What follows belongs to an exercise in optimizing a design on an open flow for small area and a short achievable clock period; a production flow would make more cautious choices. The RTL was checked by simulation tests, not by an equivalence proof against the original design. Power figures rest on the tool's default switching activity, not on a simulated workload.

==> flow/design.v <==
module stack (
   input wire clk,
   input [11:0] we,
   input [10:0] d,
   input [10:0] e12,
   input [10:0] e13,
   input [3:0] depth,
   output reg [10:0] q      
);
   reg [10:0] mem [0:11];
   always_ff @(posedge clk) begin
      for (int i = 0; i < 12; i++)
         if (we[i]) mem[i] <= d;
   end
   always_comb begin
      q = ({11{depth == 4'd14}} & e12) | ({11{depth == 4'd15}} & e13);
      for (int k = 0; k < 12; k++)
         q = q | (mem[k] & {11{depth == k + 2}});
   end
endmodule
module node (
   input wire clk,
   input wire rst,
   input wire stack,
   input [3:0] pLength,
   input [239:0] prog,
   input [3:0] wready,
   input [3:0] rready,
   input [10:0] left,
   input [10:0] right,
   input [10:0] up,
   input [10:0] down,
   output reg [10:0] out,
   output reg [3:0] write,
   output reg [3:0] read,
   output [10:0] acc
);
   reg [3:0] lw;
   reg [3:0] pc;         
   reg [10:0] accR, bakR;    
   reg [2:0] last;       
   reg anyDst;           
   wire [3:0] depth = pc;    
   wire [10:0] memTop;
   wire [13:0] memWe;
   reg isStack, coreEn;
   reg [3:0] pLast;
   always_ff @(posedge clk) begin
      isStack <= stack;
      coreEn <= !stack && (pLength != 4'd0);
      pLast <= pLength - 4'd1;
   end
   assign acc = isStack ? 11'd0 : accR;
   wire [1:0] anyDir = rready[0] ? 2'd0 : rready[1] ? 2'd1 : rready[2] ? 2'd2 : 2'd3;
   reg [14:0] instr;
   wire [3:0] pcNext;
   wire [14:0] pcHot;
   reg [14:0] fetched;
   genvar w;
   for (w = 0; w < 15; w++) begin : hot
      assign pcHot[w] = pcNext == w;
   end
   always_comb begin
      fetched = 15'd0;
      for (int k = 0; k < 15; k++)
         fetched = fetched | (prog[16*k +: 15] & {15{pcHot[k]}});
   end
   always_ff @(posedge clk)
      instr <= fetched;
   wire [2:0] dst = instr[13:11];
   wire [10:0] src = instr[10:0];
   wire [2:0] code = src[2:0];
   wire special = !src[10] && (&src[9:5]) && src[3];
   wire anyMode = isStack || code == 3'd2;
   wire [1:0] fixedDir = code[2] ? code[1:0] : last[1:0];
   wire [3:0] take;
   assign take[0] = anyMode ? rready[0] : fixedDir == 2'd0;
   assign take[1] = anyMode ? !rready[0] && rready[1] : fixedDir == 2'd1;
   assign take[2] = anyMode ? !rready[0] && !rready[1] && rready[2] : fixedDir == 2'd2;
   assign take[3] = anyMode ? !rready[0] && !rready[1] && !rready[2] : fixedDir == 2'd3;
   wire [10:0] pv = ({11{take[0]}} & left) | ({11{take[1]}} & right) |
                    ({11{take[2]}} & up) | ({11{take[3]}} & down);
   wire prdy = (take & rready) != 4'd0;
   wire [1:0] sdir = anyMode ? anyDir : fixedDir;
   wire isMov = !instr[14];
   wire isAdd = instr[14:11] == 4'b1100;
   wire isSub = instr[14:11] == 4'b1101;
   wire isJro = instr[14:11] == 4'b1110;
   wire isMisc = instr[14:11] == 4'b1111;
   wire usesSrc = !isMisc;
   wire waiting = (write | lw) != 4'd0;
   wire ack = ((write | lw) & wready) != 4'd0;
   wire srcNone = special && code == 3'd3 && !last[2];
   wire srcPort = special && (code[2] || code[1]) && !srcNone;
   wire stall = usesSrc && srcPort && !prdy;
   wire usePv = special && code[2:1] != 2'd0;
   wire isNeg = isMisc && instr[6:4] == 3'b111 && instr[1:0] == 2'b10;
   wire [10:0] vOther = (isNeg || (special && code[0])) ? accR : special ? 11'd0 : src;
   wire [10:0] v = ({11{usePv && take[0]}} & left) | ({11{usePv && take[1]}} & right) |
                   ({11{usePv && take[2]}} & up) | ({11{usePv && take[3]}} & down) |
                   ({11{!usePv}} & vOther);
   wire sb = isSub || isNeg;
   wire [10:0] opA = isNeg ? 11'd0 : accR;
   wire [11:0] sum = {opA[10], opA} + ({v[10], v} ^ {12{sb}}) + {11'd0, sb};
   wire over = !sum[11] && sum[10:0] > 11'd999;
   wire under = sum[11] && sum[10:0] < 11'd1049;
   wire [10:0] sat = over ? 11'd999 : under ? -11'sd999 : sum[10:0];
   wire [3:0] room = pLast - pc;        
   function automatic [3:0] jroTo(input [10:0] x);
      reg [3:0] t;
      begin
         t = pc + x[3:0];
         if (!x[10]) jroTo = (x[9:4] == 6'd0 && x[3:0] <= room) ? t : pLast;
         else jroTo = (x[9:4] == 6'h3f && x[3:0] > ~pc) ? t : 4'd0;
      end
   endfunction
   wire [3:0] jro = (special && code == 3'd0) ? 4'd0 : jroTo(v);
   wire [3:0] inc = (pc == pLast) ? 4'd0 : pc + 4'd1;
   wire accZero = accR == 11'd0;
   reg jmpTaken;
   always_comb
      case (instr[6:4])
         3'b010: jmpTaken = 1'b1;
         3'b011: jmpTaken = accZero;
         3'b100: jmpTaken = !accZero;
         3'b101: jmpTaken = !accR[10] && !accZero;
         3'b110: jmpTaken = accR[10];
         default: jmpTaken = 1'b0;
      endcase
   wire movWrite = isMov && dst != 3'd1 && dst != 3'd0 && (dst != 3'd3 || last[2]);
   wire [1:0] wdir = dst[2] ? dst[1:0] : (dst[0] ? last[1:0] : 2'd2);
   reg [10:0] accC, bakC, outC;
   reg [3:0] pcC, writeC, lwC, readC;
   reg [2:0] lastC;
   reg anyDstC;
   always_comb begin
      accC = accR; bakC = bakR; outC = out; pcC = pc; writeC = write; lwC = lw;
      readC = 4'd0; lastC = last; anyDstC = anyDst;
      if (waiting && !ack) begin
         if (write != 4'd0) begin
            if (anyDst) lastC = {1'b1, write[3] ? 2'd3 : write[2] ? 2'd2 : write[1] ? 2'd1 : 2'd0};
            lwC = write;
            writeC = 4'd0;
         end
         else begin
            writeC = anyDst ? {lw[1], lw[3], lw[0], lw[2]} : lw;
            lwC = 4'd0;
         end
      end
      else begin
         writeC = 4'd0;
         lwC = 4'd0;
         pcC = inc;
         anyDstC = dst == 3'd2;
         if (stall)
            pcC = pc;
         else if (!(usesSrc && srcNone)) begin
            if (usesSrc && srcPort) begin
               readC[sdir] = 1'b1;
               if (code == 3'd2) lastC = {1'b1, sdir};
            end
            if (isMov) begin
               if (dst == 3'd1) accC = v;
               else if (movWrite) begin
                  outC = v;
                  writeC[wdir] = 1'b1;
               end
            end
            else if (isAdd || isSub) accC = sat;
            else if (isJro) pcC = jro;
            else if (instr[6:4] == 3'b111) begin
               case (instr[1:0])
                  2'b00: begin accC = bakR; bakC = accR; end
                  2'b01: bakC = accR;
                  2'b10: accC = sat;
                  2'b11: ;
               endcase
            end
            else if (jmpTaken) pcC = instr[3:0];
         end
      end
   end
   assign pcNext = rst ? 4'd0 : pcC;
   wire [3:0] stackLw = {lw[3], lw[2] | (lw == 4'd0), lw[1], lw[0]};
   wire pop = depth != 4'd0 && write == 4'd0 && (wready & stackLw) != 4'd0;
   wire push = depth != 4'd15 && rready != 4'd0 && !pop;
   reg [10:0] outS;
   reg [3:0] writeS, lwS, readS, depthS;
   always_comb begin
      outS = out; writeS = write; lwS = lw; readS = 4'd0; depthS = depth;
      if (depth != 4'd0 && write == 4'd0) begin
         if (pop) begin
            if (depth != 4'd1) outS = memTop;
            lwS = 4'd0;
            depthS = depth - 4'd1;
         end
         else
            writeS = {stackLw[1], stackLw[3], stackLw[0], stackLw[2]};
      end
      else if (write != 4'd0) begin
         lwS = write;
         writeS = 4'd0;
      end
      if (push) begin
         readS[anyDir] = 1'b1;
         outS = pv;
         depthS = depth + 4'd1;
      end
   end
   stack mem0(.clk(clk), .we(memWe[11:0]), .d(out), .e12(accR), .e13(bakR), .q(memTop), .depth(depth));
   assign memWe = isStack ? (14'd1 << (depth - 4'd1)) & {14{depth != 4'd0}} : 14'd0;
   always_ff @(posedge clk or posedge rst) begin
      if (rst) begin
         out <= 11'd0;
         write <= 4'd0;
         read <= 4'd0;
         lw <= 4'd0;
         accR <= 11'd0;
         bakR <= 11'd0;
         pc <= 4'd0;
         last <= 3'd0;
         anyDst <= 1'b0;
      end
      else if (isStack) begin
         out <= outS;
         write <= writeS;
         read <= readS;
         lw <= lwS;
         pc <= depthS;
         if (memWe[12]) accR <= out;
         if (memWe[13]) bakR <= out;
      end
      else if (coreEn) begin
         out <= outC;
         write <= writeC;
         read <= readC;
         lw <= lwC;
         accR <= accC;
         bakR <= bakC;
         pc <= pcC;
         last <= lastC;
         anyDst <= anyDstC;
      end
   end
endmodule
module row
(
   input wire clk,
   input wire rst,
   input [15:0] pLength,
   input [959:0] prog,
   input [43:0] up,
   input [43:0] down,
   input [3:0] rreadyU,
   input [3:0] rreadyD,
   input [3:0] wreadyU,
   input [3:0] wreadyD,
   input [3:0] stack,
   output [3:0] writeU,
   output [3:0] writeD,
   output [43:0] out,
   output [3:0] readU,
   output [3:0] readD,
   output [43:0] acc
);
   wire [3:0] wr [0:3];
   wire [3:0] rd [0:3];
   genvar n;
   generate
      for (n = 0; n < 4; n++) begin : g
         wire rreadyL = (n == 0) ? 1'b0 : wr[(n == 0) ? 0 : n-1][1];
         wire rreadyR = (n == 3) ? 1'b0 : wr[(n == 3) ? 3 : n+1][0];
         wire wreadyL = (n == 0) ? 1'b0 : rd[(n == 0) ? 0 : n-1][1];
         wire wreadyR = (n == 3) ? 1'b0 : rd[(n == 3) ? 3 : n+1][0];
         wire [10:0] left = (n == 0) ? 11'd0 : out[11*((n == 0) ? 0 : n-1) +: 11];
         wire [10:0] right = (n == 3) ? 11'd0 : out[11*((n == 3) ? 3 : n+1) +: 11];
         node nd(.clk(clk), .rst(rst), .stack(stack[n]), .pLength(pLength[4*n +: 4]),
            .prog(prog[240*n +: 240]),
            .wready({wreadyD[n], wreadyU[n], wreadyR, wreadyL}),
            .rready({rreadyD[n], rreadyU[n], rreadyR, rreadyL}),
            .left(left), .right(right), .up(up[11*n +: 11]), .down(down[11*n +: 11]),
            .out(out[11*n +: 11]), .write(wr[n]), .read(rd[n]), .acc(acc[11*n +: 11]));
         assign writeU[n] = wr[n][2];
         assign writeD[n] = wr[n][3];
         assign readU[n] = rd[n][2];
         assign readD[n] = rd[n][3];
      end
   endgenerate
endmodule
==> flow/flow/run.sh <==
#!/bin/bash
# The standard layout (standard.sh), with three changes to how it is made:
# - the buffer that placement puts on every input and output port is the
#   platform's smallest buffer (buf_1) instead of the delay cell that
#   buffer_ports picks by default;
# - synthesis leaves adders as plain gates for abc (no full/half adder
#   cells), so abc can time the carry logic with the rest;
# - timing repair aims at a setup margin of 7 ns.
# make's full output goes to standard.log; ORFS keeps each step's log in
# orfs/logs.
set -euo pipefail
export BUFFER_PORTS_ARGS="-buffer_cell sky130_fd_sc_hd__buf_1"
export ADDER_MAP_FILE=
export SETUP_SLACK_MARGIN=7
bash standard.sh finish > standard.log 2>&1
==> flow/standard.sh <==
#!/bin/bash
# synth_recipe.tcl (not shown) runs the flow's synth.tcl, then flattens the netlist and writes it again
# the make line also repeats each setting of config.mk as NAME=value (left out here)
make -C /OpenROAD-flow-scripts/flow DESIGN_CONFIG=/design/flow/config.mk WORK_HOME=/design/flow/orfs CLKGATE_MAP_FILE= SYNTH_SCRIPT=/design/flow/synth_recipe.tcl "${@:-finish}"
==> flow/config.mk <==
export PLATFORM = sky130hd
export DESIGN_NAME = row
export DESIGN_NICKNAME = row
export VERILOG_FILES = /design/flow/design.v
export SDC_FILE = /design/flow/constraint.sdc
export NUM_CORES = 4
export LEC_CHECK = 0
export ABC_AREA = 1
export CAP_MARGIN = 30
export CORE_AREA = 2 2 338 338
export CTS_BUF_LIST = sky130_fd_sc_hd__clkbuf_4 sky130_fd_sc_hd__clkbuf_8
export DIE_AREA = 0 0 340 340
export SLEW_MARGIN = 20
==> flow/constraint.sdc <==
create_clock -name core_clock -period 12.0 [get_ports {clk}]
set_input_delay 2.4000 -clock core_clock [delete_from_list [all_inputs] [get_ports {clk}]]
set_output_delay 2.4000 -clock core_clock [all_outputs]
set_load 0.01 [all_outputs]
==> results.ini <==
[die]
die_h_um = 340
core_mm2 = 0.1122
die_area_mm2 = 0.1156
start_util = 0.4822
rows = 123
io_pins = 1190
die_w_um = 340

[setup_path]
criticalPathCategory = input pin to register
worst_ep_arrival_time_ps = 5860
timing.rr.start = g[3].nd.instr[5]
crit_chain = buf_1 -> nand3_1 -> nand3_1 -> nand2_1 -> nand2_1 -> nand4_1 -> nor2_2 -> nand2_1 -> nand2_1 -> nand2_1 -> inv_2 -> nand3_1 -> nand2_1 -> nand2_1 -> nand2_2 -> nand2_1 -> inv_2 -> nor2_4 -> buf_4 -> nand3_1 -> nand4_1 -> nor2_1 -> nand3_1
rrSetupSlack_ps = 7040
crit-reg2reg-capture = g[3].nd.instr[4]
max_stage_delay_ps = 420
critPathMaxFanout = 13
ff2ff_path_depth = 25
cpMostUsedCell = nand2_1
path_buf_inv = 4
worst_path_dominant_cell_family = simple AND/OR/NAND/NOR gates
cp-end-kind = register
start_kind = input pin
cp_slowest_cell = nand4_1
crit_required_ps = 12740

[placement]
io_buffers = 1129
gp_congestion = 1.130
dpl.cell_count = 9914
post-dp-hpwl_um = 240100
dpl_cell_area_mm2 = 0.05962

[global_routing]
antenna_found_initial = 74
grt_pass1_vias = 56810
grt_pass1_wl_um = 411100
grt_usage = 0.4984
overflow = 0
grt_max_degree = 105

[flow_run]
drv_cap = 0

[finish]
multi_input_area_mm2 = 0.02851
n_fill_cell = 10680
final_cell_mix = nand2_1 (2151), buf_1 (1111), nand3_1 (1095)
final_common_cell = nand2_1
seq_area_mm2 = 0.02280
fin_cells = 10420
fin_util = 0.5918
area_delta_synth_final_pct = 22.74
layout-drive-gt1-share = 0.1235
finalNetCount = 9849
design_area_mm2 = 0.06640

[worst_hold_path]
min_from = g[1].nd.last[2]
hold_end = g[1].nd.last[2]
min_path_type = register to register
hold_depth = 2

[detailed_routing]
ant_nets = 0
wl_per_cell_um = 29.15
drtIter0Drc = 10160
via_count = 64270
drt_first_pass_iters = 8
drt_wl_total_um = 303800
via_per_inst = 6.168
drc = 0

[synthesis]
synth_edf_count = 528
synth-main-ff-cell = edfxtp_1
syn_inst = 7483
yosysSeqAreaShare = 0.4213
syn-cell-area_mm2 = 0.05410
synth_seq_cells = 822
syn_avg_cell_area_um2 = 7.229
synth_top_cell_by_area = edfxtp_1
syn-num-nets = 8569
synth.distinct_cells = 79
synthTopCellsByArea = edfxtp_1 (29%), nand2_1 (16%), nand3_1 (11%), dfrtp_1 (9.7%), nor2_1 (5.1%)
synth_top_area_share = 0.2931
synth_warnings = 4
async_flop_share = 0.2555

[run_status]
status = timing/DRC/antenna clean

[pwr]
seq_power_share = 0.223
peakVddDrop_v = 0.0001596
combPwrFrac = 0.652
p_sw_frac = 0.5587
p_leak_nw = 28.17
power_frac_clock = 0.125
p_sw_mw = 12.08
powerDensity_mw_per_mm2 = 325.7
p_int_mw = 9.542

[timing]
max_freq_mhz = 195.3
worst-slew-pin-transition_ps = 1185
relSlewSlack = 0.2100
setup_tns_ps = 0
hold_viol_final = 0
min_period_ps = 5119
whs_ps = 488.5
setup_violations = 0
post-route-period-util = 0.4266
rsz0062_at_grt = true
finClkSkew_ps = 52.63
drv_slew = 0

[clock_network]
root_buffer = clkbuf_8
cts_htree_levels = 4
cts_buffer_depth = 3
tritoncts = done
cts.clk_slew.worst_paths_ps = 60
clkSinkCount = 822
clk_latency_ps = 860
numCtsBuffers = 139

worst min-delay path, delay by kind of cell, from the launching register on:
| family | cells | cell delay [ps] |
|---|---|---|
| DFF | 1 | 350 |
| and+or+nand+nor | 1 | 60 |
| buffers and inverters | 1 | 50 |
layout make-up:
class	instances	area share
multi-input cells	5648	0.4295
flip-flops and latches	822	0.3433
inverters	710	0.04131
clock inverters	58	0.006897
repair inverters	4	0.0004523
clock buffers	195	0.03694
diodes	45	0.001696
repair buffers	1438	0.1116
well taps	1500	0.02827
stage by stage:
stage                     setup slack (ps)  power [mW]
final                                 6881       21.62
after global routing                  6834       22.50
after CTS                             6963       20.06
after detailed placement              4760       16.57
after global placement                4768       16.39
after floorplan                       7082       12.35
cell families after synthesis:
| kind of cell | share of synthesized area |
|---|---|
| flops | 0.4213 |
| compound gates | 0.1110 |
| xor+xnor | 0.006453 |
| mux | 0.002336 |
| buf+inv | 0.08047 |
| simple gates | 0.3784 |
how the worst max path moves through the flow:
stage / start / end / slack, ps / cells past startpoint
finish: up[41] / g[3].nd.instr[4] / 6880 / 23
detailed placement: rreadyU[2] / g[2].nd.instr[3] / 4760 / 27
floorplan: rreadyU[1] / g[1].nd.instr[12] / 7080 / 27
global route: rreadyU[3] / g[3].nd.instr[4] / 6830 / 25
global placement: rreadyU[2] / g[2].nd.instr[3] / 4770 / 27
CTS: rreadyU[2] / g[2].nd.instr[1] / 6960 / 26
power groups by stage:
stage / sequential, mW / clock, mW / combinational, mW
global placement: 4.80 / 0 / 11.6
floorplan: 4.50 / 0 / 7.86
finish: 4.83 / 2.70 / 14.1
CTS: 4.77 / 2.67 / 12.6
detailed placement: 4.83 / 0 / 11.7
global route: 4.85 / 2.79 / 14.9
per-layer routing:
metal,up-vias,part of all wire,track usage,wire [um]
met5,-,0.0011,0,322
met4,48,0.081,0.3185,24670
met3,989,0.18,0.2489,53830
met2,5106,0.39,0.6827,119400
met1,30130,0.35,0.6177,105500
li1,28010,-,-,-
Yosys cell counts (13+ instances only):
| library cell | n |
|---|---|
| nand2_1 | 2261 |
| nand3_1 | 1158 |
| nor2_1 | 728 |
| inv_1 | 646 |
| edfxtp_1 | 528 |
| o21ai_0 | 312 |
| a21oi_1 | 214 |
| dfrtp_1 | 210 |
| nand4_1 | 182 |
| clkbuf_1 | 125 |
| a221oi_1 | 98 |
| buf_2 | 90 |
| dfxtp_1 | 84 |
| nand2_2 | 63 |
| a31oi_1 | 57 |
| o22ai_1 | 52 |
| nor3_1 | 51 |
| buf_4 | 50 |
| inv_2 | 49 |
| o211ai_1 | 31 |
| nor2_2 | 30 |
| nor2_4 | 29 |
| a22oi_1 | 28 |
| buf_6 | 27 |
| nand3b_1 | 26 |
| o21bai_1 | 25 |
| xor2_1 | 25 |
| buf_1 | 21 |
| o21ai_1 | 18 |
| nand3_2 | 17 |
| nor4_1 | 16 |
| o31ai_1 | 13 |
| xnor2_1 | 13 |
timing repair:
| item | CTS | global route |
|---|---|---|
| buffers inserted | 78 | 84 |
| endpoints found under the hold margin | 0 | 0 |
| pin swaps | 34 | 114 |
| hold buffers | 0 | 0 |
| endpoints found under the setup margin | 71 | 99 |
| gates resized for setup | 164 | 313 |
| gates cloned | 11 | 11 |
registers in the layout, indices dropped and copies added, names as in the netlist:
name / cells
g.nd.pc: 16
g.nd.pLast: 16
g.nd.accR: 44
g.nd.last: 12
g.nd.anyDst: 4
g.nd.out: 44
g.nd.coreEn: 4
g.nd.write: 16
g.nd.read: 14
g.nd.mem0.mem: 528
g.nd.bakR: 44
g.nd.instr: 60
g.nd.lw: 16
g.nd.isStack: 4

port drivers added, routing unchanged:
Ports are ideal in the flow. The routed layout listed here was re-timed in OpenROAD.
Step 1, drivers: a clkbuf_16 drives clk and a buf_2 each remaining input, both assumed.
Step 2 moves the port delays by t, midway between the first and last clock arrival at a register: inputs arrive t later, outputs are due t later. That takes back most of the time a late clock gives input paths.
Slacks: no drivers / after step 1 / after step 2; pairs: no drivers / after step 1.
shift t [ns]: 0.929
setup slack, ns: 6.881 / 6.808 / 5.879
worst hold slack (ns): 0.488 / 0.488 / 0.488
pins driven straight from the clock port: 1
After both steps setup and hold are still met in this run. The setup slack of this run moves by -0.073 ns with the drivers and by -1.002 ns with both steps.
